What follows belongs to an exercise in optimizing a design on an open flow for small area; a production flow would make more cautious choices.
In this exercise RTL edits were held to simulation tests only and were not proved equivalent to the original.
The flow treats the clock pin as an ideal source. Dropping or thinning the clock tree relies on that and would not hold on a real chip.
No activity file was given, so power comes from the tool's default toggle rates.

build 46:
## main
module main(
	input logic		_clk, _rst,
	input logic		up, down,
	output logic		hsync, vsync,
	output logic		active,
	output logic		r, g, b
);
==> flow/config.mk <==
export PLATFORM = sky130hd
export DESIGN_NAME = main
export DESIGN_NICKNAME = main
export VERILOG_FILES = /design/flow/design.v
export SDC_FILE = /design/flow/constraint.sdc
export NUM_CORES = 8
export LEC_CHECK = 0
export CAP_MARGIN = 5
export CORE_MARGIN = 2
export CORE_UTILIZATION = 78
export GPL_TIMING_DRIVEN = 0
export PLACE_DENSITY = 0.85
export SLEW_MARGIN = 5
==> flow/constraint.sdc <==
create_clock -name core_clock -period 40.0 [get_ports {_clk}]
set_input_delay 8.0000 -clock core_clock [delete_from_list [all_inputs] [get_ports {_clk}]]
set_output_delay 8.0000 -clock core_clock [all_outputs]
set_load 0.01 [all_outputs]
standard.sh (not shown) runs the stock make flow with config.mk's settings and CLKGATE_MAP_FILE= SYNTH_SCRIPT=/design/flow/synth_recipe.tcl, a recipe that flattens the netlist after the stock synthesis.
==> flow/flow/run.sh <==
#!/bin/bash
# Own layout flow: the standard flow (standard.sh) with two changes:
#  - synthesis maps the combinational logic with a stronger ABC script
#    (area.abc); registers are mapped before ABC, as in the standard synthesis;
#  - the clock is distributed by cts_own.tcl (a few clock buffers driven by
#    the clock port) instead of ORFS's CTS.
# Each step's output goes to a log file of its own in the work folder.
set -euo pipefail
W=$(pwd)
export OWN_ABC_SCRIPT=$W/flow/area.abc
export OWN_CLOCK_PORT=_clk
export OWN_CLOCK_BUF=${OWN_CLOCK_BUF:-sky130_fd_sc_hd__clkbuf_16}
export OWN_CLOCK_GROUPS=${OWN_CLOCK_GROUPS:-3}
# the platform's don't-use cells, plus the largest buffers, which repair_design
# otherwise picks for the high-fanout reset and select nets
DU=$(bash standard.sh print-DONT_USE_CELLS 2>/dev/null | sed -n 's/^DONT_USE_CELLS: //p')
DU="$DU ${OWN_EXTRA_DONT_USE-sky130_fd_sc_hd__buf_4 sky130_fd_sc_hd__buf_6 sky130_fd_sc_hd__buf_8 sky130_fd_sc_hd__buf_12 sky130_fd_sc_hd__buf_16 sky130_fd_sc_hd__bufbuf_8 sky130_fd_sc_hd__bufbuf_16}"
S=(SYNTH_SCRIPT=$W/flow/own_synth.tcl ADDER_MAP_FILE= "BUFFER_PORTS_ARGS=-buffer_cell sky130_fd_sc_hd__buf_1" "DONT_USE_CELLS=$DU" "MIN_BUF_CELL_AND_PORTS=sky130_fd_sc_hd__buf_1 A X")
bash standard.sh "${S[@]}" place > $W/flow_place.log 2>&1
bash standard.sh "${S[@]}" RUN_SCRIPT=$W/flow/cts_own.tcl RUN_LOG_NAME_STEM=4_1_cts run > $W/flow_cts.log 2>&1
bash standard.sh "${S[@]}" finish > $W/flow_finish.log 2>&1
==> flow/flow/cts_own.tcl <==
# Clock distribution for a small design: the registers are split into
# OWN_CLOCK_GROUPS groups by place (k-means), and one clock buffer per group,
# driven by the clock port, drives the group's clock pins (ORFS's CTS builds a
# nine-buffer tree plus dummy loads for 79 registers). Writes the same
# results as ORFS's cts step.
source $::env(SCRIPTS_DIR)/load.tcl
erase_non_stage_variables cts
load_design 3_place.odb 3_place.sdc
set_dont_use $::env(DONT_USE_CELLS)

set block [ord::get_db_block]
set db [ord::get_db]
set port_net [[$block findBTerm $::env(OWN_CLOCK_PORT)] getNet]
set master [$db findMaster $::env(OWN_CLOCK_BUF)]
set k $::env(OWN_CLOCK_GROUPS)
$port_net setSigType CLOCK

# the clock pins and their locations
set pins {}
foreach it [$port_net getITerms] {
  set bb [[$it getInst] getBBox]
  lappend pins [list $it [expr { ([$bb xMin] + [$bb xMax]) / 2.0 }] \
    [expr { ([$bb yMin] + [$bb yMax]) / 2.0 }]]
}
set n [llength $pins]
# k-means on the pin locations, seeded along the sorted x order
set sorted [lsort -real -index 1 $pins]
set cx {}
set cy {}
for { set g 0 } { $g < $k } { incr g } {
  set p [lindex $sorted [expr { int(($g + 0.5) * $n / $k) }]]
  lappend cx [lindex $p 1]
  lappend cy [lindex $p 2]
}
for { set iter 0 } { $iter < 50 } { incr iter } {
  set assign {}
  foreach p $pins {
    set best 0
    set bd 1e30
    for { set g 0 } { $g < $k } { incr g } {
      set dx [expr { [lindex $p 1] - [lindex $cx $g] }]
      set dy [expr { [lindex $p 2] - [lindex $cy $g] }]
      set d [expr { abs($dx) + abs($dy) }]
      if { $d < $bd } { set bd $d; set best $g }
    }
    lappend assign $best
  }
  for { set g 0 } { $g < $k } { incr g } {
    set sx 0.0; set sy 0.0; set m 0
    foreach p $pins a $assign {
      if { $a == $g } {
        set sx [expr { $sx + [lindex $p 1] }]
        set sy [expr { $sy + [lindex $p 2] }]
        incr m
      }
    }
    if { $m > 0 } {
      lset cx $g [expr { $sx / $m }]
      lset cy $g [expr { $sy / $m }]
    }
  }
}
for { set g 0 } { $g < $k } { incr g } {
  set buf [odb::dbInst_create $block $master clkbuf_own_$g]
  set net [odb::dbNet_create $block clknet_own_$g]
  $net setSigType CLOCK
  set m 0
  foreach p $pins a $assign {
    if { $a == $g } {
      set it [lindex $p 0]
      $it disconnect
      $it connect $net
      incr m
    }
  }
  puts "clock buffer $g drives $m clock pins"
  [$buf findITerm A] connect $port_net
  [$buf findITerm X] connect $net
  $buf setLocation [expr { int([lindex $cx $g]) }] [expr { int([lindex $cy $g]) }]
  $buf setPlacementStatus PLACED
}

set_placement_padding -global \
  -left $::env(CELL_PAD_IN_SITES_DETAIL_PLACEMENT) \
  -right $::env(CELL_PAD_IN_SITES_DETAIL_PLACEMENT)
detailed_placement
check_placement -verbose

set_propagated_clock [all_clocks]
estimate_parasitics -placement
report_clock_skew
report_check_types -max_slew -max_capacitance -violators
repair_timing_helper
detailed_placement
check_placement -verbose
report_metrics 4 "cts final"
orfs_write_db $::env(RESULTS_DIR)/4_1_cts.odb
orfs_write_sdc $::env(RESULTS_DIR)/4_cts.sdc
Other scripts of this flow, unchanged in this note and not shown: flow/flow/area.abc, flow/flow/own_synth.tcl
Input changes introduced in build 21 (baseline for comparison: build 46):
- CORE_UTILIZATION: 78 -> 70
- PLACE_DENSITY: 0.85 -> 0.8
-- flow/flow/run.sh --
<<< build 46, line 12
export OWN_CLOCK_BUF=${OWN_CLOCK_BUF:-sky130_fd_sc_hd__clkbuf_16}
>>> build 21, line 12
export OWN_CLOCK_BUF=${OWN_CLOCK_BUF:-sky130_fd_sc_hd__buf_12}
Results
Status | build 46 and build 21 | clean
Diff build 46 -> build 21: number of cells on the worst reg-to-reg path rose 1; via density per instance -6.3%; async set or reset register ratio after synthesis neither gained nor lost much.
Against build 46 as the reference, build 21 delivers a lower power share of the clock group.
Summary of build 21 over build 46: power density over cell area fell 0.32 nW/µm²; arrival time of the worst setup path now smaller.
[compare] base=build 46 new=build 21: number of maximum-capacitance violations held, sequential share of layout area did not really move, design area did not really move, area overhead of the layout relative to synthesis increased by 0.24 points relative to the old numbers.
Build 46 has a lower worst setup slack than build 21.
> inputs changed (build 21 -> build 6)
-- flow/flow/run.sh --
<<< build 21, line 12
export OWN_CLOCK_BUF=${OWN_CLOCK_BUF:-sky130_fd_sc_hd__buf_12}
>>> build 6, line 12
export OWN_CLOCK_BUF=${OWN_CLOCK_BUF:-sky130_fd_sc_hd__clkbuf_16}
--- outcome ---
| cell area | build 6 vs build 21 | ≈ equal |
Compared with build 21, in build 6 global routing met1 resource utilization moved down, core utilization moved up, first-pass GRT wire length moved up.
No run of this note takes its clock network from TritonCTS; it comes from the design's own scripts or RTL.

==> afterwards: timing with drivers on the ports <==
No port has a modelled driver above. Below, the same layouts with a new extraction and two added sets of constraints. Step 1: set_driving_cell puts a clkbuf_16 on _clk and a buf_2 on each other input, an assumption about the parent block. Step 2 adds t to the input delays and takes it off the output delays; t is the mean of the earliest and latest rising clock arrival at the registers after step 1. Input paths then give back, and output paths get back, about the clock's delay inside the block. Three values: no drivers, after step 1, after step 2; two values: the first two.
| run | shift t [ns] | setup slack, ns | latest minus earliest clock arrival (ns) | worst slew at a driven data input, ns |
|---|---|---|---|---|
| build 46 | 0.230 | 27.348 / 27.278 / 27.508 | 0.022 / 0.022 | 0.03 |
| build 21 | 0.211 | 27.410 / 27.336 / 27.547 | 0.015 / 0.015 | 0.03 |
| build 6 | 0.235 | 27.349 / 27.279 / 27.514 | 0.018 / 0.018 | 0.03 |
After both steps setup and hold are still met in every run listed.
